Source: an optimization exercise on an open RTL-to-GDS flow (aim: small area and a short achievable clock period). Production flows keep margins and buffers that such runs may drop. RTL that was checked went through simulation tests only; none was proved equivalent to the original. Only the layout flow was run in run 2; the RTL was not checked for function there.

==> flow/design.v, too long to show whole: its modules and the start of the top module <==
// module wallace_tree_multiplier: 1128 lines
// module mul_fa: 4 lines
// module mul_ha: 4 lines
module wallace_tree_multiplier (
    input  logic        clk,
    input  logic        reset,
    input  logic [31:0] multiplicand,
    input  logic [31:0] multiplier,
    output logic [63:0] product,
    output logic        overflow
);
  // ...
==> flow/flow/run.sh <==
#!/bin/bash
# Standard ORFS layout, with plain buf_1 cells as the port buffers (buffer_ports
# otherwise picks a delay-cell buffer for every port).
set -euo pipefail
export BUFFER_PORTS_ARGS="-buffer_cell sky130_fd_sc_hd__buf_1"
bash standard.sh > standard_flow.log 2>&1
==> flow/standard.sh <==
#!/bin/bash
# synth_recipe.tcl (not shown) runs the flow's synth.tcl, then flattens the netlist and writes it again
# the make line also repeats each setting of config.mk as NAME=value (left out here)
make -C /OpenROAD-flow-scripts/flow DESIGN_CONFIG=/design/flow/config.mk WORK_HOME=/design/flow/orfs CLKGATE_MAP_FILE= SYNTH_SCRIPT=/design/flow/synth_recipe.tcl "${@:-finish}"
==> flow/config.mk <==
export PLATFORM = sky130hd
export DESIGN_NAME = wallace_tree_multiplier
export DESIGN_NICKNAME = wallace_tree_multiplier
export VERILOG_FILES = /design/flow/design.v
export SDC_FILE = /design/flow/constraint.sdc
export NUM_CORES = 4
export LEC_CHECK = 0
export ABC_AREA = 1
export CAP_MARGIN = 20
export CORE_MARGIN = 2
export CORE_UTILIZATION = 70
export SETUP_SLACK_MARGIN = 4.5
export SLEW_MARGIN = 20
export SYNTH_HIERARCHICAL = 1
==> flow/constraint.sdc <==
create_clock -name core_clock -period 13.5 [get_ports {clk}]
set_input_delay 2.7000 -clock core_clock [delete_from_list [all_inputs] [get_ports {clk}]]
set_output_delay 2.7000 -clock core_clock [all_outputs]
set_load 0.01 [all_outputs]
==> impl_metrics.toml, run 1 <==
[clock_network]
cts.clk_slew.worst_paths_ns = 0.06
cts_setup_buffers = 5

[sta]
worst_pin_slew_ns = 0.854
rsz0062_at_grt = "false"
finClkSkew_ns = 0.00617
timing.final.max_slew_violations = 0

[cells_and_area]
buf_share = 0.0607
num-fill-cells = 2520
reg_top3 = "product x64, overflow x1"
fin_nets = 3227

[worst_setup_path]
cp_num_buf_inv = 3
setup.worst_path.start = "multiplier[21]"
rr_worst_depth = 4
slowest_delay_ns = 0.53
start_kind = "primary input"

[min_path]
min_path_type = "reg2reg"
hold_path_depth = 2

[synthesis]
synth_fa_ha_area_frac = 0.416
yosys.area.top_type = "fa_1"
synth_seq_area_share = 0.0680

[place]
port_buffers = 130
dpl.cell_count = 3050

[die]
start_util = 0.711
core_um2 = 33600

[route]
dr_wl_met2_um = 35700

[run_status]
status = "finished clean"
==> run 2: changes to the inputs <==
--- a/flow/design.v
+++ b/flow/design.v
@@ -22,16 +22,17 @@
     logic [32:0] pp10;
     logic [32:0] pp11;
     logic [32:0] pp12;
     logic [32:0] pp13;
     logic [32:0] pp14;
     logic [32:0] pp15;
     logic s1, c2, s3, c4, s5, c6, s7, c8, s9, c10, s11, c12, s13, c14, s15, c16, s17, c18, s19, c20, s21, c22, s23, c24, s25, c26, s27, c28, s29, c30, s31, c32, s33, c34, s35, c36, s37, c38, s39, c40, s41, c42, s43, c44, s45, c46, s47, c48, s49, c50, s51, c52, s53, c54, s55, c56, s57, c58, s59, c60, s61, c62, s63, c64, s65, c66, s67, c68, s69, c70, s71, c72, s73, c74, s75, c76, s77, c78, s79, c80, s81, c82, s83, c84, s85, c86, s87, c88, s89, c90, s91, c92, s93, c94, s95, c96, s97, c98, s99, c100, s101, c102, s103, c104, s105, c106, s107, c108, s109, c110, s111, c112, s113, c114, s115, c116, s117, c118, s119, c120, s121, c122, s123, c124, s125, c126, s127, c128, s129, c130, s131, c132, s133, c134, s135, c136, s137, c138, s139, c140, s141, c142, s143, c144, s145, c146, s147, c148, s149, c150, s151, c152, s153, c154, s155, c156, s157, c158, s159, c160, s161, c162, s163, c164, s165, c166, s167, c168, s169, c170, s171, c172, s173, c174, s175, c176, s177, c178, s179, c180, s181, c182, s183, c184, s185, c186, s187, c188, s189, c190, s191, c192, s193, c194, s195, c196, s197, c198, s199, c200, s201, c202, s203, c204, s205, c206, s207, c208, s209, c210, s211, c212, s213, c214, s215, c216, s217, c218, s219, c220, s221, c222, s223, c224, s225, c226, s227, c228, s229, c230, s231, c232, s233, c234, s235, c236, s237, c238, s239, c240, s241, c242, s243, c244, s245, c246, s247, c248, s249, c250, s251, c252, s253, c254, s255, c256, s257, c258, s259, c260, s261, c262, s263, c264, s265, c266, s267, c268, s269, c270, s271, c272, s273, c274, s275, c276, s277, c278, s279, c280, s281, c282, s283, c284, s285, c286, s287, c288, s289, c290, s291, c292, s293, c294, s295, c296, s297, c298, s299, c300, s301, c302, s303, c304, s305, c306, s307, c308, s309, c310, s311, c312, s313, c314, s315, c316, s317, c318, s319, c320, s321, c322, s323, c324, s325, c326, s327, c328, s329, c330, s331, c332, s333, c334, s335, c336, s337, c338, s339, c340, s341, c342, s343, c344, s345, c346, s347, c348, s349, c350, s351, c352, s353, c354, s355, c356, s357, c358, s359, c360, s361, c362, s363, c364, s365, c366, s367, c368, s369, c370, s371, c372, s373, c374, s375, c376, s377, c378, s379, c380, s381, c382, s383, c384, s385, c386, s387, c388, s389, c390, s391, c392, s393, c394, s395, c396, s397, c398, s399, c400, s401, c402, s403, c404, s405, c406, s407, c408, s409, c410, s411, c412, s413, c414, s415, c416, s417, c418, s419, c420, s421, c422, s423, c424, s425, c426, s427, c428, s429, c430, s431, c432, s433, c434, s435, c436, s437, c438, s439, c440, s441, c442, s443, c444, s445, c446, s447, c448, s449, c450, s451, c452, s453, c454, s455, c456, s457, c458, s459, c460, s461, c462, s463, c464, s465, c466, s467, c468, s469, c470, s471, c472, s473, c474, s475, c476, s477, c478, s479, c480, s481, c482, s483, c484, s485, c486, s487, c488, s489, c490, s491, c492, s493, c494, s495, c496, s497, c498, s499, c500, s501, c502, s503, c504, s505, c506, s507, c508, s509, c510, s511, c512, s513, c514, s515, c516, s517, c518, s519, c520, s521, c522, s523, c524, s525, c526, s527, c528, s529, c530, s531, c532, s533, c534, s535, c536, s537, c538, s539, c540, s541, c542, s543, c544, s545, c546, s547, c548, s549, c550, s551, c552, s553, c554, s555, c556, s557, c558, s559, c560, s561, c562, s563, c564, s565, c566, s567, c568, s569, c570, s571, c572, s573, c574, s575, c576, s577, c578, s579, c580, s581, c582, s583, c584, s585, c586, s587, c588, s589, c590, s591, c592, s593, c594, s595, c596, s597, c598, s599, c600, s601, c602, s603, c604, s605, c606, s607, c608, s609, c610, s611, c612, s613, c614, s615, c616, s617, c618, s619, c620, s621, c622, s623, c624, s625, c626, s627, c628, s629, c630, s631, c632, s633, c634, s635, c636, s637, c638, s639, c640, s641, c642, s643, c644, s645, c646, s647, c648, s649, c650, s651, c652, s653, c654, s655, c656, s657, c658, s659, c660, s661, c662, s663, c664, s665, c666, s667, c668, s669, c670, s671, c672, s673, c674, s675, c676, s677, c678, s679, c680, s681, c682, s683, c684, s685, c686, s687, c688, s689, c690, s691, c692, s693, c694, s695, c696, s697, c698, s699, c700, s701, c702, s703, c704, s705, c706, s707, c708, s709, c710, s711, c712, s713, c714, s715, c716, s717, c718, s719, c720, s721, c722, s723, c724, s725, c726, s727, c728, s729, c730, s731, c732, s733, c734, s735, c736, s737, c738, s739, c740, s741, c742, s743, c744, s745, c746, s747, c748, s749, c750, s751, c752, s753, c754, s755, c756, s757, c758, s759, c760, s761, c762, s763, c764, s765, c766, s767, c768, s769, c770, s771, c772, s773, c774, s775, c776, s777, c778, s779, c780, s781, c782, s783, c784, s785, c786, s787, c788, s789, c790, s791, c792, s793, c794, s795, c796, s797, c798, s799, c800, s801, c802, s803, c804, s805, c806, s807, c808, s809, c810, s811, c812, s813, c814, s815, c816, s817, c818, s819, c820, s821, c822, s823, c824, s825, c826, s827, c828, s829, c830, s831, c832, s833, c834, s835, c836, s837, c838, s839, c840, s841, c842, s843, c844, s845, c846, s847, c848, s849, c850, s851, c852, s853, c854, s855, c856, s857, c858, s859, c860, s861, c862, s863, c864, s865, c866, s867, c868, s869, c870, s871, c872, s873, c874, s875, c876, s877, c878, s879, c880, s881, c882, s883, c884, s885, c886, s887, c888, s889, c890, s891, c892, s893, c894, s895, c896, s897, c898, s899, c900, s901, c902, s903, c904, s905, c906, s907, c908, s909, c910, s911, c912, s913, c914, s915, c916, s917, c918, s919, c920, s921, c922, s923, c924, s925, c926, s927, c928, s929, c930, s931, c932, s933, c934, s935, c936, s937, c938, s939, c940, s941, c942, s943, c944, s945, c946, s947, c948, s949, c950, s951, c952, s953, c954, s955, c956, s957, c958, s959, c960, s961, c962, g963, p964, g965, p966, g967, p968, g969, p970, g971, p972, g973, p974, g975, p976, g977, p978, g979, p980, g981, p982, g983, p984, g985, p986, g987, p988, g989, p990, g991, p992, g993, p994, g995, p996, g997, p998, g999, p1000, g1001, p1002, g1003, p1004, g1005, p1006, g1007, p1008, g1009, p1010, g1011, p1012, g1013, p1014, g1015, p1016, g1017, p1018, g1019, p1020, g1021, p1022, g1023, p1024, g1025, p1026, g1027, p1028, g1029, p1030, g1031, p1032, g1033, p1034, g1035, p1036, g1037, p1038, g1039, p1040, g1041, p1042, g1043, p1044, G1045, P1046, G1047, P1048, G1049, P1050, G1051, P1052, G1053, P1054, G1055, P1056, G1057, P1058, G1059, P1060, G1061, P1062, G1063, P1064, G1065, P1066, G1067, P1068, G1069, P1070, G1071, P1072, G1073, P1074, G1075, P1076, G1077, P1078, G1079, P1080, G1081, P1082, G1083, P1084, G1085, P1086, G1087, P1088, G1089, P1090, G1091, P1092, G1093, P1094, G1095, P1096, G1097, P1098, G1099, P1100, G1101, P1102, G1103, P1104, G1105, P1106, G1107, P1108, G1109, P1110, G1111, P1112, G1113, P1114, G1115, P1116, G1117, P1118, G1119, P1120, G1121, P1122, G1123, P1124, G1125, P1126, G1127, P1128, G1129, P1130, G1131, P1132, G1133, P1134, G1135, P1136, G1137, P1138, G1139, P1140, G1141, P1142, G1143, P1144, G1145, P1146, G1147, P1148, G1149, P1150, G1151, P1152, G1153, P1154, G1155, P1156, G1157, P1158, G1159, P1160, G1161, P1162, G1163, P1164, G1165, P1166, G1167, P1168, G1169, P1170, G1171, P1172, G1173, P1174, G1175, P1176, G1177, P1178, G1179, P1180, G1181, P1182, G1183, P1184, G1185, P1186, G1187, P1188, G1189, P1190, G1191, P1192, G1193, P1194, G1195, P1196, G1197, P1198, G1199, P1200, G1201, P1202, G1203, P1204, G1205, P1206, G1207, P1208, G1209, P1210, G1211, P1212, G1213, P1214, G1215, P1216, G1217, P1218, G1219, P1220, G1221, P1222, G1223, P1224, G1225, P1226, G1227, P1228, G1229, P1230, G1231, P1232, G1233, P1234, G1235, P1236, G1237, P1238, G1239, P1240, G1241, P1242, G1243, P1244, G1245, P1246, G1247, P1248, G1249, P1250, G1251, P1252, G1253, P1254, G1255, P1256, G1257, P1258, G1259, P1260, G1261, P1262, G1263, P1264, G1265, P1266, G1267, P1268, G1269, P1270, G1271, P1272, G1273, P1274, G1275, P1276, G1277, P1278, G1279, P1280, G1281, P1282, G1283, P1284, G1285, P1286, G1287, P1288, G1289, P1290, G1291, P1292, G1293, P1294, G1295, P1296, G1297, P1298, G1299, P1300, G1301, P1302, G1303, P1304, G1305, P1306, G1307, P1308, G1309, P1310, G1311, P1312, G1313, P1314, G1315, P1316, G1317, P1318, G1319, P1320, G1321, P1322, G1323, P1324, G1325, P1326, G1327, P1328, G1329, P1330, G1331, P1332, G1333, P1334, G1335, P1336, G1337, P1338, G1339, P1340, G1341, P1342, G1343, P1344, G1345, P1346, G1347, P1348, G1349, P1350, G1351, P1352, G1353, P1354, G1355, P1356, G1357, P1358, G1359, P1360, G1361, P1362, G1363, P1364, G1365, P1366, G1367, P1368, G1369, P1370, G1371, P1372, G1373, P1374, G1375, P1376, G1377, P1378, G1379, P1380, G1381, P1382, G1383, P1384, G1385, P1386, G1387, P1388, G1389, P1390, G1391, P1392, G1393, P1394, G1395, P1396, G1397, P1398, G1399, P1400, G1401, P1402, G1403, P1404, G1405, P1406, G1407, P1408, G1409, P1410, G1411, P1412, G1413, P1414, G1415, P1416, G1417, P1418, G1419, P1420, G1421, P1422, G1423, P1424, G1425, P1426, G1427, P1428;
     logic [63:0] sum;
+    logic [63:0] da, db, qa, qb;
     assign one[0] = multiplier[0] ^ 1'b0;
     assign two[0] = (multiplier[1] & ~multiplier[0] & ~1'b0) | (~multiplier[1] & multiplier[0] & 1'b0);
     assign neg[0] = multiplier[1];
     assign one[1] = multiplier[2] ^ multiplier[1];
     assign two[1] = (multiplier[3] & ~multiplier[2] & ~multiplier[1]) | (~multiplier[3] & multiplier[2] & multiplier[1]);
     assign neg[1] = multiplier[3];
     assign one[2] = multiplier[4] ^ multiplier[3];
     assign two[2] = (multiplier[5] & ~multiplier[4] & ~multiplier[3]) | (~multiplier[5] & multiplier[4] & multiplier[3]);
@@ -377,51 +378,51 @@
     mul_fa us567 (.a(s563), .b(c536), .c(s565), .s(s567), .co(c568));
     mul_ha us569 (.a(c538), .b(s567), .s(s569), .co(c570));
     assign s571 = ~(pp2[31] ^ pp3[29]);
     assign c572 = pp2[31] | pp3[29];
     mul_fa us573 (.a(pp4[27]), .b(pp5[25]), .c(pp6[23]), .s(s573), .co(c574));
     mul_fa us575 (.a(pp7[21]), .b(pp8[19]), .c(pp9[17]), .s(s575), .co(c576));
     mul_fa us577 (.a(pp10[15]), .b(pp11[13]), .c(pp12[11]), .s(s577), .co(c578));
     mul_fa us579 (.a(pp13[9]), .b(pp14[7]), .c(pp15[5]), .s(s579), .co(c580));
-    mul_fa us581 (.a(c542), .b(c544), .c(c546), .s(s581), .co(c582));
-    mul_fa us583 (.a(c548), .b(c550), .c(s571), .s(s583), .co(c584));
+    mul_fa us581 (.a(s571), .b(c542), .c(c544), .s(s581), .co(c582));
+    mul_fa us583 (.a(c546), .b(c548), .c(c550), .s(s583), .co(c584));
     mul_fa us585 (.a(s573), .b(s575), .c(s577), .s(s585), .co(c586));
     mul_fa us587 (.a(s579), .b(c552), .c(c554), .s(s587), .co(c588));
     mul_fa us589 (.a(c556), .b(s581), .c(s583), .s(s589), .co(c590));
     mul_fa us591 (.a(s585), .b(c558), .c(c560), .s(s591), .co(c592));
     mul_fa us593 (.a(s587), .b(s589), .c(c562), .s(s593), .co(c594));
     mul_fa us595 (.a(c564), .b(s591), .c(s593), .s(s595), .co(c596));
     mul_fa us597 (.a(c566), .b(s595), .c(c568), .s(s597), .co(c598));
     mul_fa us599 (.a(pp3[30]), .b(pp4[28]), .c(pp5[26]), .s(s599), .co(c600));
     mul_fa us601 (.a(pp6[24]), .b(pp7[22]), .c(pp8[20]), .s(s601), .co(c602));
     mul_fa us603 (.a(pp9[18]), .b(pp10[16]), .c(pp11[14]), .s(s603), .co(c604));
     mul_fa us605 (.a(pp12[12]), .b(pp13[10]), .c(pp14[8]), .s(s605), .co(c606));
     mul_fa us607 (.a(pp15[6]), .b(~pp2[32]), .c(c572), .s(s607), .co(c608));
     mul_fa us609 (.a(c574), .b(c576), .c(c578), .s(s609), .co(c610));
     mul_fa us611 (.a(c580), .b(s599), .c(s601), .s(s611), .co(c612));
-    mul_fa us613 (.a(s603), .b(s605), .c(c582), .s(s613), .co(c614));
-    mul_fa us615 (.a(c584), .b(c586), .c(s607), .s(s615), .co(c616));
-    mul_fa us617 (.a(s609), .b(s611), .c(c588), .s(s617), .co(c618));
-    mul_fa us619 (.a(s613), .b(c590), .c(s615), .s(s619), .co(c620));
-    mul_fa us621 (.a(c592), .b(s617), .c(s619), .s(s621), .co(c622));
+    mul_fa us613 (.a(s603), .b(s605), .c(s607), .s(s613), .co(c614));
+    mul_fa us615 (.a(c582), .b(c584), .c(c586), .s(s615), .co(c616));
+    mul_fa us617 (.a(s609), .b(s611), .c(s613), .s(s617), .co(c618));
+    mul_fa us619 (.a(c588), .b(c590), .c(s615), .s(s619), .co(c620));
+    mul_fa us621 (.a(s617), .b(c592), .c(s619), .s(s621), .co(c622));
     mul_fa us623 (.a(c594), .b(s621), .c(c596), .s(s623), .co(c624));
     assign s625 = ~(pp3[31] ^ pp4[29]);
     assign c626 = pp3[31] | pp4[29];
     mul_fa us627 (.a(pp5[27]), .b(pp6[25]), .c(pp7[23]), .s(s627), .co(c628));
     mul_fa us629 (.a(pp8[21]), .b(pp9[19]), .c(pp10[17]), .s(s629), .co(c630));
     mul_fa us631 (.a(pp11[15]), .b(pp12[13]), .c(pp13[11]), .s(s631), .co(c632));
-    mul_fa us633 (.a(pp14[9]), .b(pp15[7]), .c(c600), .s(s633), .co(c634));
-    mul_fa us635 (.a(c602), .b(c604), .c(c606), .s(s635), .co(c636));
-    mul_fa us637 (.a(s625), .b(s627), .c(s629), .s(s637), .co(c638));
-    mul_fa us639 (.a(s631), .b(c608), .c(c610), .s(s639), .co(c640));
-    mul_fa us641 (.a(c612), .b(s633), .c(s635), .s(s641), .co(c642));
-    mul_fa us643 (.a(s637), .b(c614), .c(c616), .s(s643), .co(c644));
-    mul_fa us645 (.a(s639), .b(s641), .c(c618), .s(s645), .co(c646));
-    mul_fa us647 (.a(c620), .b(s643), .c(s645), .s(s647), .co(c648));
+    mul_fa us633 (.a(pp14[9]), .b(pp15[7]), .c(s625), .s(s633), .co(c634));
+    mul_fa us635 (.a(c600), .b(c602), .c(c604), .s(s635), .co(c636));
+    mul_fa us637 (.a(c606), .b(s627), .c(s629), .s(s637), .co(c638));
+    mul_fa us639 (.a(s631), .b(c608), .c(s633), .s(s639), .co(c640));
+    mul_fa us641 (.a(c610), .b(c612), .c(s635), .s(s641), .co(c642));
+    mul_fa us643 (.a(s637), .b(c614), .c(s639), .s(s643), .co(c644));
+    mul_fa us645 (.a(c616), .b(s641), .c(c618), .s(s645), .co(c646));
+    mul_fa us647 (.a(s643), .b(c620), .c(s645), .s(s647), .co(c648));
     mul_ha us649 (.a(c622), .b(s647), .s(s649), .co(c650));
     mul_fa us651 (.a(pp4[30]), .b(pp5[28]), .c(pp6[26]), .s(s651), .co(c652));
     mul_fa us653 (.a(pp7[24]), .b(pp8[22]), .c(pp9[20]), .s(s653), .co(c654));
     mul_fa us655 (.a(pp10[18]), .b(pp11[16]), .c(pp12[14]), .s(s655), .co(c656));
     mul_fa us657 (.a(pp13[12]), .b(pp14[10]), .c(pp15[8]), .s(s657), .co(c658));
     mul_fa us659 (.a(~pp3[32]), .b(c626), .c(c628), .s(s659), .co(c660));
     mul_fa us661 (.a(c630), .b(c632), .c(s651), .s(s661), .co(c662));
     mul_fa us663 (.a(s653), .b(s655), .c(s657), .s(s663), .co(c664));
@@ -430,18 +431,18 @@
     mul_fa us669 (.a(c640), .b(c642), .c(s665), .s(s669), .co(c670));
     mul_fa us671 (.a(s667), .b(c644), .c(s669), .s(s671), .co(c672));
     mul_fa us673 (.a(c646), .b(s671), .c(c648), .s(s673), .co(c674));
     assign s675 = ~(pp4[31] ^ pp5[29]);
     assign c676 = pp4[31] | pp5[29];
     mul_fa us677 (.a(pp6[27]), .b(pp7[25]), .c(pp8[23]), .s(s677), .co(c678));
     mul_fa us679 (.a(pp9[21]), .b(pp10[19]), .c(pp11[17]), .s(s679), .co(c680));
     mul_fa us681 (.a(pp12[15]), .b(pp13[13]), .c(pp14[11]), .s(s681), .co(c682));
-    mul_fa us683 (.a(pp15[9]), .b(c652), .c(c654), .s(s683), .co(c684));
-    mul_fa us685 (.a(c656), .b(c658), .c(s675), .s(s685), .co(c686));
+    mul_fa us683 (.a(pp15[9]), .b(s675), .c(c652), .s(s683), .co(c684));
+    mul_fa us685 (.a(c654), .b(c656), .c(c658), .s(s685), .co(c686));
     mul_fa us687 (.a(s677), .b(s679), .c(s681), .s(s687), .co(c688));
     mul_fa us689 (.a(c660), .b(c662), .c(c664), .s(s689), .co(c690));
     mul_fa us691 (.a(s683), .b(s685), .c(s687), .s(s691), .co(c692));
     mul_fa us693 (.a(c666), .b(c668), .c(s689), .s(s693), .co(c694));
     mul_fa us695 (.a(s691), .b(c670), .c(s693), .s(s695), .co(c696));
     mul_ha us697 (.a(c672), .b(s695), .s(s697), .co(c698));
     mul_fa us699 (.a(pp5[30]), .b(pp6[28]), .c(pp7[26]), .s(s699), .co(c700));
     mul_fa us701 (.a(pp8[24]), .b(pp9[22]), .c(pp10[20]), .s(s701), .co(c702));
@@ -454,245 +455,373 @@
     mul_fa us715 (.a(s709), .b(c690), .c(s711), .s(s715), .co(c716));
     mul_fa us717 (.a(c692), .b(s713), .c(c694), .s(s717), .co(c718));
     mul_fa us719 (.a(s715), .b(c696), .c(s717), .s(s719), .co(c720));
     assign s721 = ~(pp5[31] ^ pp6[29]);
     assign c722 = pp5[31] | pp6[29];
     mul_fa us723 (.a(pp7[27]), .b(pp8[25]), .c(pp9[23]), .s(s723), .co(c724));
     mul_fa us725 (.a(pp10[21]), .b(pp11[19]), .c(pp12[17]), .s(s725), .co(c726));
     mul_fa us727 (.a(pp13[15]), .b(pp14[13]), .c(pp15[11]), .s(s727), .co(c728));
-    mul_fa us729 (.a(c700), .b(c702), .c(c704), .s(s729), .co(c730));
-    mul_fa us731 (.a(c706), .b(s721), .c(s723), .s(s731), .co(c732));
+    mul_fa us729 (.a(s721), .b(c700), .c(c702), .s(s729), .co(c730));
+    mul_fa us731 (.a(c704), .b(c706), .c(s723), .s(s731), .co(c732));
     mul_fa us733 (.a(s725), .b(s727), .c(c708), .s(s733), .co(c734));
     mul_fa us735 (.a(c710), .b(s729), .c(s731), .s(s735), .co(c736));
     mul_fa us737 (.a(c712), .b(c714), .c(s733), .s(s737), .co(c738));
     mul_fa us739 (.a(s735), .b(c716), .c(s737), .s(s739), .co(c740));
     mul_ha us741 (.a(c718), .b(s739), .s(s741), .co(c742));
     mul_fa us743 (.a(pp6[30]), .b(pp7[28]), .c(pp8[26]), .s(s743), .co(c744));
     mul_fa us745 (.a(pp9[24]), .b(pp10[22]), .c(pp11[20]), .s(s745), .co(c746));
     mul_fa us747 (.a(pp12[18]), .b(pp13[16]), .c(pp14[14]), .s(s747), .co(c748));
     mul_fa us749 (.a(pp15[12]), .b(~pp5[32]), .c(c722), .s(s749), .co(c750));
     mul_fa us751 (.a(c724), .b(c726), .c(c728), .s(s751), .co(c752));
     mul_fa us753 (.a(s743), .b(s745), .c(s747), .s(s753), .co(c754));
-    mul_fa us755 (.a(c730), .b(c732), .c(s749), .s(s755), .co(c756));
+    mul_fa us755 (.a(s749), .b(c730), .c(c732), .s(s755), .co(c756));
     mul_fa us757 (.a(s751), .b(s753), .c(c734), .s(s757), .co(c758));
     mul_fa us759 (.a(c736), .b(s755), .c(c738), .s(s759), .co(c760));
     mul_fa us761 (.a(s757), .b(c740), .c(s759), .s(s761), .co(c762));
     assign s763 = ~(pp6[31] ^ pp7[29]);
     assign c764 = pp6[31] | pp7[29];
     mul_fa us765 (.a(pp8[27]), .b(pp9[25]), .c(pp10[23]), .s(s765), .co(c766));
     mul_fa us767 (.a(pp11[21]), .b(pp12[19]), .c(pp13[17]), .s(s767), .co(c768));
-    mul_fa us769 (.a(pp14[15]), .b(pp15[13]), .c(c744), .s(s769), .co(c770));
-    mul_fa us771 (.a(c746), .b(c748), .c(s763), .s(s771), .co(c772));
+    mul_fa us769 (.a(pp14[15]), .b(pp15[13]), .c(s763), .s(s769), .co(c770));
+    mul_fa us771 (.a(c744), .b(c746), .c(c748), .s(s771), .co(c772));
     mul_fa us773 (.a(s765), .b(s767), .c(c750), .s(s773), .co(c774));
-    mul_fa us775 (.a(c752), .b(c754), .c(s769), .s(s775), .co(c776));
-    mul_fa us777 (.a(s771), .b(c756), .c(s773), .s(s777), .co(c778));
+    mul_fa us775 (.a(s769), .b(c752), .c(c754), .s(s775), .co(c776));
+    mul_fa us777 (.a(s771), .b(s773), .c(c756), .s(s777), .co(c778));
     mul_fa us779 (.a(s775), .b(c758), .c(s777), .s(s779), .co(c780));
     mul_ha us781 (.a(c760), .b(s779), .s(s781), .co(c782));
     mul_fa us783 (.a(pp7[30]), .b(pp8[28]), .c(pp9[26]), .s(s783), .co(c784));
     mul_fa us785 (.a(pp10[24]), .b(pp11[22]), .c(pp12[20]), .s(s785), .co(c786));
     mul_fa us787 (.a(pp13[18]), .b(pp14[16]), .c(pp15[14]), .s(s787), .co(c788));
     mul_fa us789 (.a(~pp6[32]), .b(c764), .c(c766), .s(s789), .co(c790));
     mul_fa us791 (.a(c768), .b(s783), .c(s785), .s(s791), .co(c792));
     mul_fa us793 (.a(s787), .b(c770), .c(c772), .s(s793), .co(c794));
-    mul_fa us795 (.a(s789), .b(s791), .c(c774), .s(s795), .co(c796));
-    mul_fa us797 (.a(c776), .b(s793), .c(c778), .s(s797), .co(c798));
-    mul_fa us799 (.a(s795), .b(c780), .c(s797), .s(s799), .co(c800));
+    mul_fa us795 (.a(s789), .b(c774), .c(s791), .s(s795), .co(c796));
+    mul_fa us797 (.a(c776), .b(s793), .c(s795), .s(s797), .co(c798));
+    mul_fa us799 (.a(c778), .b(s797), .c(c780), .s(s799), .co(c800));
     assign s801 = ~(pp7[31] ^ pp8[29]);
     assign c802 = pp7[31] | pp8[29];
     mul_fa us803 (.a(pp9[27]), .b(pp10[25]), .c(pp11[23]), .s(s803), .co(c804));
     mul_fa us805 (.a(pp12[21]), .b(pp13[19]), .c(pp14[17]), .s(s805), .co(c806));
-    mul_fa us807 (.a(pp15[15]), .b(c784), .c(c786), .s(s807), .co(c808));
-    mul_fa us809 (.a(c788), .b(s801), .c(s803), .s(s809), .co(c810));
+    mul_fa us807 (.a(pp15[15]), .b(s801), .c(c784), .s(s807), .co(c808));
+    mul_fa us809 (.a(c786), .b(c788), .c(s803), .s(s809), .co(c810));
     mul_fa us811 (.a(s805), .b(c790), .c(c792), .s(s811), .co(c812));
     mul_fa us813 (.a(s807), .b(s809), .c(c794), .s(s813), .co(c814));
-    mul_fa us815 (.a(s811), .b(c796), .c(s813), .s(s815), .co(c816));
+    mul_fa us815 (.a(c796), .b(s811), .c(s813), .s(s815), .co(c816));
     mul_ha us817 (.a(c798), .b(s815), .s(s817), .co(c818));
     mul_fa us819 (.a(pp8[30]), .b(pp9[28]), .c(pp10[26]), .s(s819), .co(c820));
     mul_fa us821 (.a(pp11[24]), .b(pp12[22]), .c(pp13[20]), .s(s821), .co(c822));
     mul_fa us823 (.a(pp14[18]), .b(pp15[16]), .c(~pp7[32]), .s(s823), .co(c824));
     mul_fa us825 (.a(c802), .b(c804), .c(c806), .s(s825), .co(c826));
     mul_fa us827 (.a(s819), .b(s821), .c(s823), .s(s827), .co(c828));
     mul_fa us829 (.a(c808), .b(c810), .c(s825), .s(s829), .co(c830));
     mul_fa us831 (.a(s827), .b(c812), .c(s829), .s(s831), .co(c832));
     mul_fa us833 (.a(c814), .b(s831), .c(c816), .s(s833), .co(c834));
     assign s835 = ~(pp8[31] ^ pp9[29]);
     assign c836 = pp8[31] | pp9[29];
     mul_fa us837 (.a(pp10[27]), .b(pp11[25]), .c(pp12[23]), .s(s837), .co(c838));
     mul_fa us839 (.a(pp13[21]), .b(pp14[19]), .c(pp15[17]), .s(s839), .co(c840));
-    mul_fa us841 (.a(c820), .b(c822), .c(c824), .s(s841), .co(c842));
-    mul_fa us843 (.a(s835), .b(s837), .c(s839), .s(s843), .co(c844));
+    mul_fa us841 (.a(s835), .b(c820), .c(c822), .s(s841), .co(c842));
+    mul_fa us843 (.a(c824), .b(s837), .c(s839), .s(s843), .co(c844));
     mul_fa us845 (.a(c826), .b(s841), .c(c828), .s(s845), .co(c846));
     mul_fa us847 (.a(s843), .b(c830), .c(s845), .s(s847), .co(c848));
     mul_ha us849 (.a(c832), .b(s847), .s(s849), .co(c850));
     mul_fa us851 (.a(pp9[30]), .b(pp10[28]), .c(pp11[26]), .s(s851), .co(c852));
     mul_fa us853 (.a(pp12[24]), .b(pp13[22]), .c(pp14[20]), .s(s853), .co(c854));
     mul_fa us855 (.a(pp15[18]), .b(~pp8[32]), .c(c836), .s(s855), .co(c856));
     mul_fa us857 (.a(c838), .b(c840), .c(s851), .s(s857), .co(c858));
-    mul_fa us859 (.a(s853), .b(c842), .c(c844), .s(s859), .co(c860));
-    mul_fa us861 (.a(s855), .b(s857), .c(c846), .s(s861), .co(c862));
-    mul_fa us863 (.a(s859), .b(c848), .c(s861), .s(s863), .co(c864));
+    mul_fa us859 (.a(s853), .b(s855), .c(c842), .s(s859), .co(c860));
+    mul_fa us861 (.a(c844), .b(s857), .c(s859), .s(s861), .co(c862));
+    mul_fa us863 (.a(c846), .b(s861), .c(c848), .s(s863), .co(c864));
     assign s865 = ~(pp9[31] ^ pp10[29]);
     assign c866 = pp9[31] | pp10[29];
     mul_fa us867 (.a(pp11[27]), .b(pp12[25]), .c(pp13[23]), .s(s867), .co(c868));
-    mul_fa us869 (.a(pp14[21]), .b(pp15[19]), .c(c852), .s(s869), .co(c870));
-    mul_fa us871 (.a(c854), .b(s865), .c(s867), .s(s871), .co(c872));
-    mul_fa us873 (.a(c856), .b(c858), .c(s869), .s(s873), .co(c874));
+    mul_fa us869 (.a(pp14[21]), .b(pp15[19]), .c(s865), .s(s869), .co(c870));
+    mul_fa us871 (.a(c852), .b(c854), .c(s867), .s(s871), .co(c872));
+    mul_fa us873 (.a(c856), .b(s869), .c(c858), .s(s873), .co(c874));
     mul_fa us875 (.a(s871), .b(c860), .c(s873), .s(s875), .co(c876));
     mul_fa us877 (.a(c862), .b(s875), .c(c864), .s(s877), .co(c878));
     mul_fa us879 (.a(pp10[30]), .b(pp11[28]), .c(pp12[26]), .s(s879), .co(c880));
     mul_fa us881 (.a(pp13[24]), .b(pp14[22]), .c(pp15[20]), .s(s881), .co(c882));
     mul_fa us883 (.a(~pp9[32]), .b(c866), .c(c868), .s(s883), .co(c884));
     mul_fa us885 (.a(s879), .b(s881), .c(c870), .s(s885), .co(c886));
-    mul_fa us887 (.a(c872), .b(s883), .c(c874), .s(s887), .co(c888));
-    mul_fa us889 (.a(s885), .b(c876), .c(s887), .s(s889), .co(c890));
+    mul_fa us887 (.a(c872), .b(s883), .c(s885), .s(s887), .co(c888));
+    mul_fa us889 (.a(c874), .b(s887), .c(c876), .s(s889), .co(c890));
     assign s891 = ~(pp10[31] ^ pp11[29]);
     assign c892 = pp10[31] | pp11[29];
     mul_fa us893 (.a(pp12[27]), .b(pp13[25]), .c(pp14[23]), .s(s893), .co(c894));
-    mul_fa us895 (.a(pp15[21]), .b(c880), .c(c882), .s(s895), .co(c896));
-    mul_fa us897 (.a(s891), .b(s893), .c(c884), .s(s897), .co(c898));
+    mul_fa us895 (.a(pp15[21]), .b(s891), .c(c880), .s(s895), .co(c896));
+    mul_fa us897 (.a(c882), .b(s893), .c(c884), .s(s897), .co(c898));
     mul_fa us899 (.a(s895), .b(c886), .c(s897), .s(s899), .co(c900));
     mul_fa us901 (.a(c888), .b(s899), .c(c890), .s(s901), .co(c902));
     mul_fa us903 (.a(pp11[30]), .b(pp12[28]), .c(pp13[26]), .s(s903), .co(c904));
     mul_fa us905 (.a(pp14[24]), .b(pp15[22]), .c(~pp10[32]), .s(s905), .co(c906));
     mul_fa us907 (.a(c892), .b(c894), .c(s903), .s(s907), .co(c908));
     mul_fa us909 (.a(s905), .b(c896), .c(s907), .s(s909), .co(c910));
     mul_fa us911 (.a(c898), .b(s909), .c(c900), .s(s911), .co(c912));
     assign s913 = ~(pp11[31] ^ pp12[29]);
     assign c914 = pp11[31] | pp12[29];
     mul_fa us915 (.a(pp13[27]), .b(pp14[25]), .c(pp15[23]), .s(s915), .co(c916));
-    mul_fa us917 (.a(c904), .b(c906), .c(s913), .s(s917), .co(c918));
+    mul_fa us917 (.a(s913), .b(c904), .c(c906), .s(s917), .co(c918));
     mul_fa us919 (.a(s915), .b(c908), .c(s917), .s(s919), .co(c920));
     mul_fa us921 (.a(c910), .b(s919), .c(c912), .s(s921), .co(c922));
     mul_fa us923 (.a(pp12[30]), .b(pp13[28]), .c(pp14[26]), .s(s923), .co(c924));
     mul_fa us925 (.a(pp15[24]), .b(~pp11[32]), .c(c914), .s(s925), .co(c926));
-    mul_fa us927 (.a(c916), .b(s923), .c(c918), .s(s927), .co(c928));
-    mul_fa us929 (.a(s925), .b(c920), .c(s927), .s(s929), .co(c930));
+    mul_fa us927 (.a(c916), .b(s923), .c(s925), .s(s927), .co(c928));
+    mul_fa us929 (.a(c918), .b(s927), .c(c920), .s(s929), .co(c930));
     assign s931 = ~(pp12[31] ^ pp13[29]);
     assign c932 = pp12[31] | pp13[29];
-    mul_fa us933 (.a(pp14[27]), .b(pp15[25]), .c(c924), .s(s933), .co(c934));
-    mul_fa us935 (.a(s931), .b(c926), .c(s933), .s(s935), .co(c936));
+    mul_fa us933 (.a(pp14[27]), .b(pp15[25]), .c(s931), .s(s933), .co(c934));
+    mul_fa us935 (.a(c924), .b(c926), .c(s933), .s(s935), .co(c936));
     mul_fa us937 (.a(c928), .b(s935), .c(c930), .s(s937), .co(c938));
     mul_fa us939 (.a(pp13[30]), .b(pp14[28]), .c(pp15[26]), .s(s939), .co(c940));
     mul_fa us941 (.a(~pp12[32]), .b(c932), .c(s939), .s(s941), .co(c942));
     mul_fa us943 (.a(c934), .b(s941), .c(c936), .s(s943), .co(c944));
     assign s945 = ~(pp13[31] ^ pp14[29]);
     assign c946 = pp13[31] | pp14[29];
-    mul_fa us947 (.a(pp15[27]), .b(c940), .c(s945), .s(s947), .co(c948));
+    mul_fa us947 (.a(pp15[27]), .b(s945), .c(c940), .s(s947), .co(c948));
     mul_fa us949 (.a(c942), .b(s947), .c(c944), .s(s949), .co(c950));
     mul_fa us951 (.a(pp14[30]), .b(pp15[28]), .c(~pp13[32]), .s(s951), .co(c952));
     mul_fa us953 (.a(c946), .b(s951), .c(c948), .s(s953), .co(c954));
     assign s955 = ~(pp14[31] ^ pp15[29]);
     assign c956 = pp14[31] | pp15[29];
-    mul_fa us957 (.a(c952), .b(s955), .c(c954), .s(s957), .co(c958));
+    mul_fa us957 (.a(s955), .b(c952), .c(c954), .s(s957), .co(c958));
     mul_fa us959 (.a(pp15[30]), .b(~pp14[32]), .c(c956), .s(s959), .co(c960));
     assign s961 = ~(pp15[31] ^ c960);
     assign c962 = pp15[31] | c960;
-    assign g963 = neg[0] & pp0[0];
-    assign p964 = neg[0] ^ pp0[0];
-    assign g965 = s39 & c32;
-    assign p966 = s39 ^ c32;
-    assign g967 = s83 & c72;
-    assign p968 = s83 ^ c72;
-    assign g969 = s127 & c112;
-    assign p970 = s127 ^ c112;
-    assign g971 = s161 & c144;
-    assign p972 = s161 ^ c144;
-    assign g973 = s199 & c180;
-    assign p974 = s199 ^ c180;
-    assign g975 = c200 & s219;
-    assign p976 = c200 ^ s219;
-    assign g977 = c220 & s241;
-    assign p978 = c220 ^ s241;
-    assign g979 = c242 & s263;
-    assign p980 = c242 ^ s263;
-    assign g981 = c264 & s287;
-    assign p982 = c264 ^ s287;
-    assign g983 = c288 & s311;
-    assign p984 = c288 ^ s311;
-    assign g985 = c312 & s337;
-    assign p986 = c312 ^ s337;
-    assign g987 = c338 & s363;
-    assign p988 = c338 ^ s363;
-    assign g989 = s389 & s391;
-    assign p990 = s389 ^ s391;
-    assign g991 = c392 & s419;
-    assign p992 = c392 ^ s419;
-    assign g993 = c420 & s449;
-    assign p994 = c420 ^ s449;
-    assign g995 = c450 & s479;
-    assign p996 = c450 ^ s479;
-    assign g997 = c480 & s509;
-    assign p998 = c480 ^ s509;
-    assign g999 = c510 & s539;
-    assign p1000 = c510 ^ s539;
-    assign g1001 = c540 & s569;
-    assign p1002 = c540 ^ s569;
-    assign g1003 = c570 & s597;
-    assign p1004 = c570 ^ s597;
-    assign g1005 = s623 & c598;
-    assign p1006 = s623 ^ c598;
-    assign g1007 = c624 & s649;
-    assign p1008 = c624 ^ s649;
-    assign g1009 = c650 & s673;
-    assign p1010 = c650 ^ s673;
-    assign g1011 = s697 & c674;
-    assign p1012 = s697 ^ c674;
-    assign g1013 = c698 & s719;
-    assign p1014 = c698 ^ s719;
-    assign g1015 = s741 & c720;
-    assign p1016 = s741 ^ c720;
-    assign g1017 = c742 & s761;
-    assign p1018 = c742 ^ s761;
-    assign g1019 = c762 & s781;
-    assign p1020 = c762 ^ s781;
-    assign g1021 = c782 & s799;
-    assign p1022 = c782 ^ s799;
-    assign g1023 = c800 & s817;
-    assign p1024 = c800 ^ s817;
-    assign g1025 = c818 & s833;
-    assign p1026 = c818 ^ s833;
-    assign g1027 = s849 & c834;
-    assign p1028 = s849 ^ c834;
-    assign g1029 = c850 & s863;
-    assign p1030 = c850 ^ s863;
-    assign g1031 = s889 & c878;
-    assign p1032 = s889 ^ c878;
-    assign g1033 = s911 & c902;
-    assign p1034 = s911 ^ c902;
-    assign g1035 = s929 & c922;
-    assign p1036 = s929 ^ c922;
-    assign g1037 = s943 & c938;
-    assign p1038 = s943 ^ c938;
-    assign g1039 = s953 & c950;
-    assign p1040 = s953 ^ c950;
-    assign g1041 = s959 & c958;
-    assign p1042 = s959 ^ c958;
-    assign g1043 = ~pp15[32] & c962;
-    assign p1044 = ~pp15[32] ^ c962;
-    assign G1045 = 1'b0 | (pp0[1] & g963);
-    assign P1046 = pp0[1] & p964;
-    assign G1047 = 1'b0 | (s3 & 1'b0);
-    assign P1048 = s3 & s1;
-    assign G1049 = 1'b0 | (s11 & 1'b0);
-    assign P1050 = s11 & s7;
-    assign G1051 = 1'b0 | (s23 & 1'b0);
-    assign P1052 = s23 & s17;
+    assign da[0] = neg[0];
+    assign db[0] = pp0[0];
+    assign da[1] = pp0[1];
+    assign db[1] = 1'b0;
+    assign da[2] = s1;
+    assign db[2] = 1'b0;
+    assign da[3] = s3;
+    assign db[3] = 1'b0;
+    assign da[4] = s7;
+    assign db[4] = 1'b0;
+    assign da[5] = s11;
+    assign db[5] = 1'b0;
+    assign da[6] = s17;
+    assign db[6] = 1'b0;
+    assign da[7] = s23;
+    assign db[7] = 1'b0;
+    assign da[8] = s31;
+    assign db[8] = 1'b0;
+    assign da[9] = s39;
+    assign db[9] = c32;
+    assign da[10] = s49;
+    assign db[10] = 1'b0;
+    assign da[11] = s59;
+    assign db[11] = 1'b0;
+    assign da[12] = s71;
+    assign db[12] = 1'b0;
+    assign da[13] = s83;
+    assign db[13] = c72;
+    assign da[14] = s97;
+    assign db[14] = 1'b0;
+    assign da[15] = s111;
+    assign db[15] = 1'b0;
+    assign da[16] = s127;
+    assign db[16] = c112;
+    assign da[17] = s143;
+    assign db[17] = 1'b0;
+    assign da[18] = s161;
+    assign db[18] = c144;
+    assign da[19] = s179;
+    assign db[19] = 1'b0;
+    assign da[20] = s199;
+    assign db[20] = c180;
+    assign da[21] = c200;
+    assign db[21] = s219;
+    assign da[22] = c220;
+    assign db[22] = s241;
+    assign da[23] = c242;
+    assign db[23] = s263;
+    assign da[24] = c264;
+    assign db[24] = s287;
+    assign da[25] = c288;
+    assign db[25] = s311;
+    assign da[26] = c312;
+    assign db[26] = s337;
+    assign da[27] = c338;
+    assign db[27] = s363;
+    assign da[28] = s389;
+    assign db[28] = s391;
+    assign da[29] = c392;
+    assign db[29] = s419;
+    assign da[30] = c420;
+    assign db[30] = s449;
+    assign da[31] = c450;
+    assign db[31] = s479;
+    assign da[32] = c480;
+    assign db[32] = s509;
+    assign da[33] = c510;
+    assign db[33] = s539;
+    assign da[34] = c540;
+    assign db[34] = s569;
+    assign da[35] = c570;
+    assign db[35] = s597;
+    assign da[36] = s623;
+    assign db[36] = c598;
+    assign da[37] = s649;
+    assign db[37] = c624;
+    assign da[38] = c650;
+    assign db[38] = s673;
+    assign da[39] = s697;
+    assign db[39] = c674;
+    assign da[40] = c698;
+    assign db[40] = s719;
+    assign da[41] = s741;
+    assign db[41] = c720;
+    assign da[42] = c742;
+    assign db[42] = s761;
+    assign da[43] = c762;
+    assign db[43] = s781;
+    assign da[44] = c782;
+    assign db[44] = s799;
+    assign da[45] = s817;
+    assign db[45] = c800;
+    assign da[46] = c818;
+    assign db[46] = s833;
+    assign da[47] = s849;
+    assign db[47] = c834;
+    assign da[48] = c850;
+    assign db[48] = s863;
+    assign da[49] = s877;
+    assign db[49] = 1'b0;
+    assign da[50] = s889;
+    assign db[50] = c878;
+    assign da[51] = s901;
+    assign db[51] = 1'b0;
+    assign da[52] = s911;
+    assign db[52] = c902;
+    assign da[53] = s921;
+    assign db[53] = 1'b0;
+    assign da[54] = s929;
+    assign db[54] = c922;
+    assign da[55] = s937;
+    assign db[55] = 1'b0;
+    assign da[56] = s943;
+    assign db[56] = c938;
+    assign da[57] = s949;
+    assign db[57] = 1'b0;
+    assign da[58] = s953;
+    assign db[58] = c950;
+    assign da[59] = s957;
+    assign db[59] = 1'b0;
+    assign da[60] = s959;
+    assign db[60] = c958;
+    assign da[61] = s961;
+    assign db[61] = 1'b0;
+    assign da[62] = ~pp15[32];
+    assign db[62] = c962;
+    assign da[63] = 1'b1;
+    assign db[63] = 1'b0;
+    assign g963 = qa[0] & qb[0];
+    assign p964 = qa[0] ^ qb[0];
+    assign g965 = qa[9] & qb[9];
+    assign p966 = qa[9] ^ qb[9];
+    assign g967 = qa[13] & qb[13];
+    assign p968 = qa[13] ^ qb[13];
+    assign g969 = qa[16] & qb[16];
+    assign p970 = qa[16] ^ qb[16];
+    assign g971 = qa[18] & qb[18];
+    assign p972 = qa[18] ^ qb[18];
+    assign g973 = qa[20] & qb[20];
+    assign p974 = qa[20] ^ qb[20];
+    assign g975 = qa[21] & qb[21];
+    assign p976 = qa[21] ^ qb[21];
+    assign g977 = qa[22] & qb[22];
+    assign p978 = qa[22] ^ qb[22];
+    assign g979 = qa[23] & qb[23];
+    assign p980 = qa[23] ^ qb[23];
+    assign g981 = qa[24] & qb[24];
+    assign p982 = qa[24] ^ qb[24];
+    assign g983 = qa[25] & qb[25];
+    assign p984 = qa[25] ^ qb[25];
+    assign g985 = qa[26] & qb[26];
+    assign p986 = qa[26] ^ qb[26];
+    assign g987 = qa[27] & qb[27];
+    assign p988 = qa[27] ^ qb[27];
+    assign g989 = qa[28] & qb[28];
+    assign p990 = qa[28] ^ qb[28];
+    assign g991 = qa[29] & qb[29];
+    assign p992 = qa[29] ^ qb[29];
+    assign g993 = qa[30] & qb[30];
+    assign p994 = qa[30] ^ qb[30];
+    assign g995 = qa[31] & qb[31];
+    assign p996 = qa[31] ^ qb[31];
+    assign g997 = qa[32] & qb[32];
+    assign p998 = qa[32] ^ qb[32];
+    assign g999 = qa[33] & qb[33];
+    assign p1000 = qa[33] ^ qb[33];
+    assign g1001 = qa[34] & qb[34];
+    assign p1002 = qa[34] ^ qb[34];
+    assign g1003 = qa[35] & qb[35];
+    assign p1004 = qa[35] ^ qb[35];
+    assign g1005 = qa[36] & qb[36];
+    assign p1006 = qa[36] ^ qb[36];
+    assign g1007 = qa[37] & qb[37];
+    assign p1008 = qa[37] ^ qb[37];
+    assign g1009 = qa[38] & qb[38];
+    assign p1010 = qa[38] ^ qb[38];
+    assign g1011 = qa[39] & qb[39];
+    assign p1012 = qa[39] ^ qb[39];
+    assign g1013 = qa[40] & qb[40];
+    assign p1014 = qa[40] ^ qb[40];
+    assign g1015 = qa[41] & qb[41];
+    assign p1016 = qa[41] ^ qb[41];
+    assign g1017 = qa[42] & qb[42];
+    assign p1018 = qa[42] ^ qb[42];
+    assign g1019 = qa[43] & qb[43];
+    assign p1020 = qa[43] ^ qb[43];
+    assign g1021 = qa[44] & qb[44];
+    assign p1022 = qa[44] ^ qb[44];
+    assign g1023 = qa[45] & qb[45];
+    assign p1024 = qa[45] ^ qb[45];
+    assign g1025 = qa[46] & qb[46];
+    assign p1026 = qa[46] ^ qb[46];
+    assign g1027 = qa[47] & qb[47];
+    assign p1028 = qa[47] ^ qb[47];
+    assign g1029 = qa[48] & qb[48];
+    assign p1030 = qa[48] ^ qb[48];
+    assign g1031 = qa[50] & qb[50];
+    assign p1032 = qa[50] ^ qb[50];
+    assign g1033 = qa[52] & qb[52];
+    assign p1034 = qa[52] ^ qb[52];
+    assign g1035 = qa[54] & qb[54];
+    assign p1036 = qa[54] ^ qb[54];
+    assign g1037 = qa[56] & qb[56];
+    assign p1038 = qa[56] ^ qb[56];
+    assign g1039 = qa[58] & qb[58];
+    assign p1040 = qa[58] ^ qb[58];
+    assign g1041 = qa[60] & qb[60];
+    assign p1042 = qa[60] ^ qb[60];
+    assign g1043 = qa[62] & qb[62];
+    assign p1044 = qa[62] ^ qb[62];
+    assign G1045 = 1'b0 | (qa[1] & g963);
+    assign P1046 = qa[1] & p964;
+    assign G1047 = 1'b0 | (qa[3] & 1'b0);
+    assign P1048 = qa[3] & qa[2];
+    assign G1049 = 1'b0 | (qa[5] & 1'b0);
+    assign P1050 = qa[5] & qa[4];
+    assign G1051 = 1'b0 | (qa[7] & 1'b0);
+    assign P1052 = qa[7] & qa[6];
     assign G1053 = g965 | (p966 & 1'b0);
-    assign P1054 = p966 & s31;
-    assign G1055 = 1'b0 | (s59 & 1'b0);
-    assign P1056 = s59 & s49;
+    assign P1054 = p966 & qa[8];
+    assign G1055 = 1'b0 | (qa[11] & 1'b0);
+    assign P1056 = qa[11] & qa[10];
     assign G1057 = g967 | (p968 & 1'b0);
-    assign P1058 = p968 & s71;
-    assign G1059 = 1'b0 | (s111 & 1'b0);
-    assign P1060 = s111 & s97;
-    assign G1061 = 1'b0 | (s143 & g969);
-    assign P1062 = s143 & p970;
-    assign G1063 = 1'b0 | (s179 & g971);
-    assign P1064 = s179 & p972;
+    assign P1058 = p968 & qa[12];
+    assign G1059 = 1'b0 | (qa[15] & 1'b0);
+    assign P1060 = qa[15] & qa[14];
+    assign G1061 = 1'b0 | (qa[17] & g969);
+    assign P1062 = qa[17] & p970;
+    assign G1063 = 1'b0 | (qa[19] & g971);
+    assign P1064 = qa[19] & p972;
     assign G1065 = g975 | (p976 & g973);
     assign P1066 = p976 & p974;
     assign G1067 = g979 | (p980 & g977);
     assign P1068 = p980 & p978;
     assign G1069 = g983 | (p984 & g981);
     assign P1070 = p984 & p982;
     assign G1071 = g987 | (p988 & g985);
     assign P1072 = p988 & p986;
@@ -711,46 +840,46 @@
     assign G1085 = g1015 | (p1016 & g1013);
     assign P1086 = p1016 & p1014;
     assign G1087 = g1019 | (p1020 & g1017);
     assign P1088 = p1020 & p1018;
     assign G1089 = g1023 | (p1024 & g1021);
     assign P1090 = p1024 & p1022;
     assign G1091 = g1027 | (p1028 & g1025);
     assign P1092 = p1028 & p1026;
-    assign G1093 = 1'b0 | (s877 & g1029);
-    assign P1094 = s877 & p1030;
-    assign G1095 = 1'b0 | (s901 & g1031);
-    assign P1096 = s901 & p1032;
-    assign G1097 = 1'b0 | (s921 & g1033);
-    assign P1098 = s921 & p1034;
-    assign G1099 = 1'b0 | (s937 & g1035);
-    assign P1100 = s937 & p1036;
-    assign G1101 = 1'b0 | (s949 & g1037);
-    assign P1102 = s949 & p1038;
-    assign G1103 = 1'b0 | (s957 & g1039);
-    assign P1104 = s957 & p1040;
-    assign G1105 = 1'b0 | (s961 & g1041);
-    assign P1106 = s961 & p1042;
-    assign G1107 = 1'b0 | (1'b1 & g1043);
-    assign P1108 = 1'b1 & p1044;
-    assign G1109 = 1'b0 | (s1 & G1045);
-    assign P1110 = s1 & P1046;
+    assign G1093 = 1'b0 | (qa[49] & g1029);
+    assign P1094 = qa[49] & p1030;
+    assign G1095 = 1'b0 | (qa[51] & g1031);
+    assign P1096 = qa[51] & p1032;
+    assign G1097 = 1'b0 | (qa[53] & g1033);
+    assign P1098 = qa[53] & p1034;
+    assign G1099 = 1'b0 | (qa[55] & g1035);
+    assign P1100 = qa[55] & p1036;
+    assign G1101 = 1'b0 | (qa[57] & g1037);
+    assign P1102 = qa[57] & p1038;
+    assign G1103 = 1'b0 | (qa[59] & g1039);
+    assign P1104 = qa[59] & p1040;
+    assign G1105 = 1'b0 | (qa[61] & g1041);
+    assign P1106 = qa[61] & p1042;
+    assign G1107 = 1'b0 | (qa[63] & g1043);
+    assign P1108 = qa[63] & p1044;
+    assign G1109 = 1'b0 | (qa[2] & G1045);
+    assign P1110 = qa[2] & P1046;
     assign G1111 = G1047 | (P1048 & G1045);
     assign P1112 = P1048 & P1046;
-    assign G1113 = 1'b0 | (s17 & G1049);
-    assign P1114 = s17 & P1050;
+    assign G1113 = 1'b0 | (qa[6] & G1049);
+    assign P1114 = qa[6] & P1050;
     assign G1115 = G1051 | (P1052 & G1049);
     assign P1116 = P1052 & P1050;
-    assign G1117 = 1'b0 | (s49 & G1053);
-    assign P1118 = s49 & P1054;
+    assign G1117 = 1'b0 | (qa[10] & G1053);
+    assign P1118 = qa[10] & P1054;
     assign G1119 = G1055 | (P1056 & G1053);
     assign P1120 = P1056 & P1054;
-    assign G1121 = 1'b0 | (s97 & G1057);
-    assign P1122 = s97 & P1058;
+    assign G1121 = 1'b0 | (qa[14] & G1057);
+    assign P1122 = qa[14] & P1058;
     assign G1123 = G1059 | (P1060 & G1057);
     assign P1124 = P1060 & P1058;
     assign G1125 = g971 | (p972 & G1061);
     assign P1126 = p972 & P1062;
     assign G1127 = G1063 | (P1064 & G1061);
     assign P1128 = P1064 & P1062;
     assign G1129 = g977 | (p978 & G1065);
     assign P1130 = p978 & P1066;
@@ -791,26 +920,26 @@
     assign G1165 = g1039 | (p1040 & G1101);
     assign P1166 = p1040 & P1102;
     assign G1167 = G1103 | (P1104 & G1101);
     assign P1168 = P1104 & P1102;
     assign G1169 = g1043 | (p1044 & G1105);
     assign P1170 = p1044 & P1106;
     assign G1171 = G1107 | (P1108 & G1105);
     assign P1172 = P1108 & P1106;
-    assign G1173 = 1'b0 | (s7 & G1111);
-    assign P1174 = s7 & P1112;
+    assign G1173 = 1'b0 | (qa[4] & G1111);
+    assign P1174 = qa[4] & P1112;
     assign G1175 = G1049 | (P1050 & G1111);
     assign P1176 = P1050 & P1112;
     assign G1177 = G1113 | (P1114 & G1111);
     assign P1178 = P1114 & P1112;
     assign G1179 = G1115 | (P1116 & G1111);
     assign P1180 = P1116 & P1112;
-    assign G1181 = 1'b0 | (s71 & G1119);
-    assign P1182 = s71 & P1120;
+    assign G1181 = 1'b0 | (qa[12] & G1119);
+    assign P1182 = qa[12] & P1120;
     assign G1183 = G1057 | (P1058 & G1119);
     assign P1184 = P1058 & P1120;
     assign G1185 = G1121 | (P1122 & G1119);
     assign P1186 = P1122 & P1120;
     assign G1187 = G1123 | (P1124 & G1119);
     assign P1188 = P1124 & P1120;
     assign G1189 = g973 | (p974 & G1127);
     assign P1190 = p974 & P1128;
@@ -855,18 +984,18 @@
     assign G1229 = g1041 | (p1042 & G1167);
     assign P1230 = p1042 & P1168;
     assign G1231 = G1105 | (P1106 & G1167);
     assign P1232 = P1106 & P1168;
     assign G1233 = G1169 | (P1170 & G1167);
     assign P1234 = P1170 & P1168;
     assign G1235 = G1171 | (P1172 & G1167);
     assign P1236 = P1172 & P1168;
-    assign G1237 = 1'b0 | (s31 & G1179);
-    assign P1238 = s31 & P1180;
+    assign G1237 = 1'b0 | (qa[8] & G1179);
+    assign P1238 = qa[8] & P1180;
     assign G1239 = G1053 | (P1054 & G1179);
     assign P1240 = P1054 & P1180;
     assign G1241 = G1117 | (P1118 & G1179);
     assign P1242 = P1118 & P1180;
     assign G1243 = G1119 | (P1120 & G1179);
     assign P1244 = P1120 & P1180;
     assign G1245 = G1181 | (P1182 & G1179);
     assign P1246 = P1182 & P1180;
@@ -1048,35 +1177,35 @@
     assign P1422 = P1358 & P1332;
     assign G1423 = G1359 | (P1360 & G1331);
     assign P1424 = P1360 & P1332;
     assign G1425 = G1361 | (P1362 & G1331);
     assign P1426 = P1362 & P1332;
     assign G1427 = G1363 | (P1364 & G1331);
     assign P1428 = P1364 & P1332;
     assign sum[0] = p964;
-    assign sum[1] = pp0[1] ^ g963;
-    assign sum[2] = s1 ^ G1045;
-    assign sum[3] = s3 ^ G1109;
-    assign sum[4] = s7 ^ G1111;
-    assign sum[5] = s11 ^ G1173;
-    assign sum[6] = s17 ^ G1175;
-    assign sum[7] = s23 ^ G1177;
-    assign sum[8] = s31 ^ G1179;
+    assign sum[1] = qa[1] ^ g963;
+    assign sum[2] = qa[2] ^ G1045;
+    assign sum[3] = qa[3] ^ G1109;
+    assign sum[4] = qa[4] ^ G1111;
+    assign sum[5] = qa[5] ^ G1173;
+    assign sum[6] = qa[6] ^ G1175;
+    assign sum[7] = qa[7] ^ G1177;
+    assign sum[8] = qa[8] ^ G1179;
     assign sum[9] = p966 ^ G1237;
-    assign sum[10] = s49 ^ G1239;
-    assign sum[11] = s59 ^ G1241;
-    assign sum[12] = s71 ^ G1243;
+    assign sum[10] = qa[10] ^ G1239;
+    assign sum[11] = qa[11] ^ G1241;
+    assign sum[12] = qa[12] ^ G1243;
     assign sum[13] = p968 ^ G1245;
-    assign sum[14] = s97 ^ G1247;
-    assign sum[15] = s111 ^ G1249;
+    assign sum[14] = qa[14] ^ G1247;
+    assign sum[15] = qa[15] ^ G1249;
     assign sum[16] = p970 ^ G1251;
-    assign sum[17] = s143 ^ G1301;
+    assign sum[17] = qa[17] ^ G1301;
     assign sum[18] = p972 ^ G1303;
-    assign sum[19] = s179 ^ G1305;
+    assign sum[19] = qa[19] ^ G1305;
     assign sum[20] = p974 ^ G1307;
     assign sum[21] = p976 ^ G1309;
     assign sum[22] = p978 ^ G1311;
     assign sum[23] = p980 ^ G1313;
     assign sum[24] = p982 ^ G1315;
     assign sum[25] = p984 ^ G1317;
     assign sum[26] = p986 ^ G1319;
     assign sum[27] = p988 ^ G1321;
@@ -1096,37 +1225,40 @@
     assign sum[41] = p1016 ^ G1381;
     assign sum[42] = p1018 ^ G1383;
     assign sum[43] = p1020 ^ G1385;
     assign sum[44] = p1022 ^ G1387;
     assign sum[45] = p1024 ^ G1389;
     assign sum[46] = p1026 ^ G1391;
     assign sum[47] = p1028 ^ G1393;
     assign sum[48] = p1030 ^ G1395;
-    assign sum[49] = s877 ^ G1397;
+    assign sum[49] = qa[49] ^ G1397;
     assign sum[50] = p1032 ^ G1399;
-    assign sum[51] = s901 ^ G1401;
+    assign sum[51] = qa[51] ^ G1401;
     assign sum[52] = p1034 ^ G1403;
-    assign sum[53] = s921 ^ G1405;
+    assign sum[53] = qa[53] ^ G1405;
     assign sum[54] = p1036 ^ G1407;
-    assign sum[55] = s937 ^ G1409;
+    assign sum[55] = qa[55] ^ G1409;
     assign sum[56] = p1038 ^ G1411;
-    assign sum[57] = s949 ^ G1413;
+    assign sum[57] = qa[57] ^ G1413;
     assign sum[58] = p1040 ^ G1415;
-    assign sum[59] = s957 ^ G1417;
+    assign sum[59] = qa[59] ^ G1417;
     assign sum[60] = p1042 ^ G1419;
-    assign sum[61] = s961 ^ G1421;
+    assign sum[61] = qa[61] ^ G1421;
     assign sum[62] = p1044 ^ G1423;
-    assign sum[63] = 1'b1 ^ G1425;
+    assign sum[63] = qa[63] ^ G1425;
+    assign product = sum;
     always_ff @(posedge clk or posedge reset) begin
         if (reset) begin
-            product <= '0;
+            qa <= '0;
+            qb <= '0;
             overflow <= 1'b0;
         end else begin
-            product <= sum;
+            qa <= da;
+            qb <= db;
             overflow <= (product[63] != product[62]) && (|product[61:0]);
         end
     end
 endmodule
 module mul_fa (input logic a, b, c, output logic s, co);
     assign s = ~(~a ^ b ^ c);
     assign co = ~((~a & ~b) | (~a & ~c) | (~b & ~c));
 endmodule
==> flow/flow/run.sh (replaced) <==
#!/bin/bash
# Standard ORFS layout, with plain buf_1 cells as the port buffers (buffer_ports
# otherwise picks a delay-cell buffer for every port), and timing repair aimed
# at a 5.9 ns setup margin.
set -euo pipefail
export BUFFER_PORTS_ARGS="-buffer_cell sky130_fd_sc_hd__buf_1"
bash standard.sh SETUP_SLACK_MARGIN=5.9 finish > standard_flow.log 2>&1
--- a/flow/config.mk
+++ b/flow/config.mk
@@ -4,11 +4,10 @@
 export VERILOG_FILES = /design/flow/design.v
 export SDC_FILE = /design/flow/constraint.sdc
 export NUM_CORES = 4
 export LEC_CHECK = 0
 export ABC_AREA = 1
 export CAP_MARGIN = 20
 export CORE_MARGIN = 2
 export CORE_UTILIZATION = 70
-export SETUP_SLACK_MARGIN = 4.5
 export SLEW_MARGIN = 20
 export SYNTH_HIERARCHICAL = 1
==> run 2 against run 1 <==
- largest cell class unchanged
- core utilization down 1.3 points
- still clean on timing, DRC and antenna
- worst hold slack better by 0.22 ns
==> impl_metrics.toml, run 2 <==
[run_status]
status = "finished clean"

[cells_and_area]
multi_input_area_um2 = 20700
area_growth_pct = 4.84
final_cells = 3256
final_cell_mix = "xor2_1 (490), o22ai_1 (465), fa_1 (444)"
regArea_um2 = 2650
fin_nets = 3383
top_register = "qa"
drive_above_1_share = 0.0662
num-fill-cells = 2698
reg_top3 = "qa x64, qb x41, overflow x1"
final_core_util = 0.742
largest_reg_flops = 64
final_area_um2 = 26300
final_common_cell = "xor2_1"

[synthesis]
netlist-cell-type-count = 45
synth_edf_count = 0
netlist_area_um2 = 25100
yosys.area.top_type = "fa_1"
synth_area_leaders = "fa_1 (35%), xor2_1 (17%), o22ai_1 (12%)"
synth_area_per_cell_um2 = 8.89
yosysMostFrequentCell = "xor2_1"
synth.ff_latch_count = 106
netlist_top_cells_count = "xor2_1 (490), o22ai_1 (465), fa_1 (444), nand2_1 (313), clkbuf_1 (237)"
syn-num-nets = 3418
synthCells = 2824
async_flop_share = 1.00
ys.flop_type = "dfrtp_1"
synth_seq_area_share = 0.106
yosys.area.top_type_share = 0.354
yosys_warnings = 7

[clock_network]
h-tree-depth = 3
numCtsBuffers = 9
cts.clk_slew.worst_paths_ns = 0.08
clock_latency_ns = 0.40
cts.sinks = 106
cts_max_path_buffers = 2
root_buffer = "clkbuf_16"
cts_tree = "built"

[sta]
whs_ns = 0.776
tns_ns = 0
finalCriticalPeriod_ns = 7.52
setup_viol = 0
rsz0062_at_grt = "true"
worst_pin_slew_ns = 0.956
period_share = 0.557
finClkSkew_ns = 0.0144
fmax_ghz = 0.133
timing.final.max_slew_violations = 0
hold_viol = 0
max_slew_margin = 0.362
setup_slack_ns = 5.98

[die]
num_io_pins = 131
die_w_um = 193
dieArea_um2 = 37400
rows = 69
core_um2 = 35500
die_h_um = 193
start_util = 0.707

[worst_setup_path]
start_kind = "primary input"
cp_max_fo = 39
worstSetupEndpointType = "flip-flop"
worstReg2RegStart = "qa[0]$_DFF_PP0_"
crit_arrival_ns = 7.80
criticalPathCategory = "in2reg"
r2r-end = "overflow$_DFF_PP0_"
r2r_slack_ns = 8.22
rr_worst_depth = 26
cp.required_ns = 13.78

[route]
wire_per_inst_um = 25.8
dr.pass1.iters = 9
vias = 22400
viasPerCell = 6.89
postRouteAntennaNets = 0
routed_wl_um = 84000
drt_iter0_markers = 3124
drc_errors = 0

[min_path]
min_path_type = "reg2reg"
hp-start = "qa[63]$_DFF_PP0_"
hold_path_depth = 5
min_to = "overflow$_DFF_PP0_"

[place]
place_congestion = 0.973
placed_cell_area_um2 = 25800
dpl.cell_count = 3227
port_buffers = 130
pre_cts_slack_ns = 5.32
post-dp-hpwl_um = 57500

[global_routing]
grt_max_degree = 70
antenna_found_initial = 2
grt_pass1_vias = 23200
grt_pass1_wl_um = 130000
grt_overflow = 0
grtUsageTotal = 0.454

[run]
cap_viol_max_count = 0
[run 2: cell types whose count changed after synthesis, sizes merged, moves of 30 or more]
cell    delta
inv       +41
clkbuf   +126
o22ai     -30
nand2     +57
buf      -124
xor2      -35
dfrtp     +41
nor2      +46
[run 2: worst max-delay path, cell delays in order]
cell,delay (ns)
clkbuf_2,0.07
buf_4,0.56
nor2_2,0.25
o21ai_4,0.68
o22ai_1,0.20
xor2_1,0.22
fa_1,0.48
fa_1,0.45
fa_1,0.46
fa_1,0.46
fa_1,0.54
fa_1,0.42
ha_1,0.28
[run 2: Yosys stat by module (local to each module, per instance)]
module | cells | flops+latches | cell area (um^2) | copies in the design
wallace_tree_multiplier | 2357 | 106 | 15900 | 1
mul_fa | 1 | 0 | 20.0 | 442
mul_ha | 1 | 0 | 12.5 | 25
[run 2: cells by family after synthesis]
group                      after synthesis  synth area share
DFF                                    106             0.106
xor gates and xnor gates               502             0.176
buffers and inverters                  501            0.0760
adders and majority gates              528             0.396
AOI/OAI and AO/OA                      641             0.155
and+or+nand+nor                        545            0.0914
other                                    1          0.000149
[run 2: timing repair]
item	4_1_cts	5_1_grt
setup endpoints to repair	8	20
pin swaps	1	2
endpoints found under the hold margin	0	0
cloned	2	1
hold buffers	0	0
gates resized for setup	4	13
buffers inserted	3	6
[run 2: layer usage]
metal,vias up,part of all wire,GRT usage
met2,1895,0.43,0.670
met4,2,0.066,0.264
li1,9270,-,-
met5,-,0.00015,0
met3,416,0.14,0.139
met1,10900,0.36,0.596
[run 2: layout make-up]
class,count,share of cell area
clock buffer,10,0.00908
inverter,235,0.0339
timing repair inverter,1,0.000285
sequential,106,0.101
timing repair buffer,217,0.0448
tap,461,0.0219
antenna,1,0.0000951
clock inverter,6,0.00276
multi-input combinational,2219,0.786
[run 2: worst max-delay path by stage]
stage	slack [ns]	endpoint	from
2_1_floorplan	6.40	qb[35]$_DFF_PP0_	multiplier[11]
3_3_place_gp	5.43	qb[29]$_DFF_PP0_	multiplier[15]
3_5_place_dp	5.32	qb[29]$_DFF_PP0_	multiplier[15]
4_1_cts	5.95	qb[35]$_DFF_PP0_	multiplier[9]
5_1_grt	5.85	qb[35]$_DFF_PP0_	multiplier[19]
6_report	5.98	qb[32]$_DFF_PP0_	multiplier[3]

separate check: timing with driven ports:
The flow's constraints put no driver on any port. The routed layouts listed below were extracted and timed again, unchanged, in two steps. Step 1 assumes that a clkbuf_16 drives the clock port and a buf_2 every other input. Step 2 also shifts input and output timing later by t, the mid clock arrival at the registers, as if the neighbouring blocks saw the same clock. Slacks: no drivers / after step 1 / after step 2; pairs: no drivers / after step 1.
run	shift t [ns]	setup slack, ns	latest minus earliest clock arrival (ns)	worst register clock-pin slew, ns
run 1	0.404	4.681 / 4.700 / 4.296	0.008 / 0.007	0.06 / 0.06
run 2	0.448	5.977 / 6.010 / 5.562	0.020 / 0.020	0.09 / 0.09
After both steps every run listed still meets setup and hold. For run 2, which loses most, drivers alone change the setup slack by +0.033 ns; drivers and shift together by -0.415 ns.
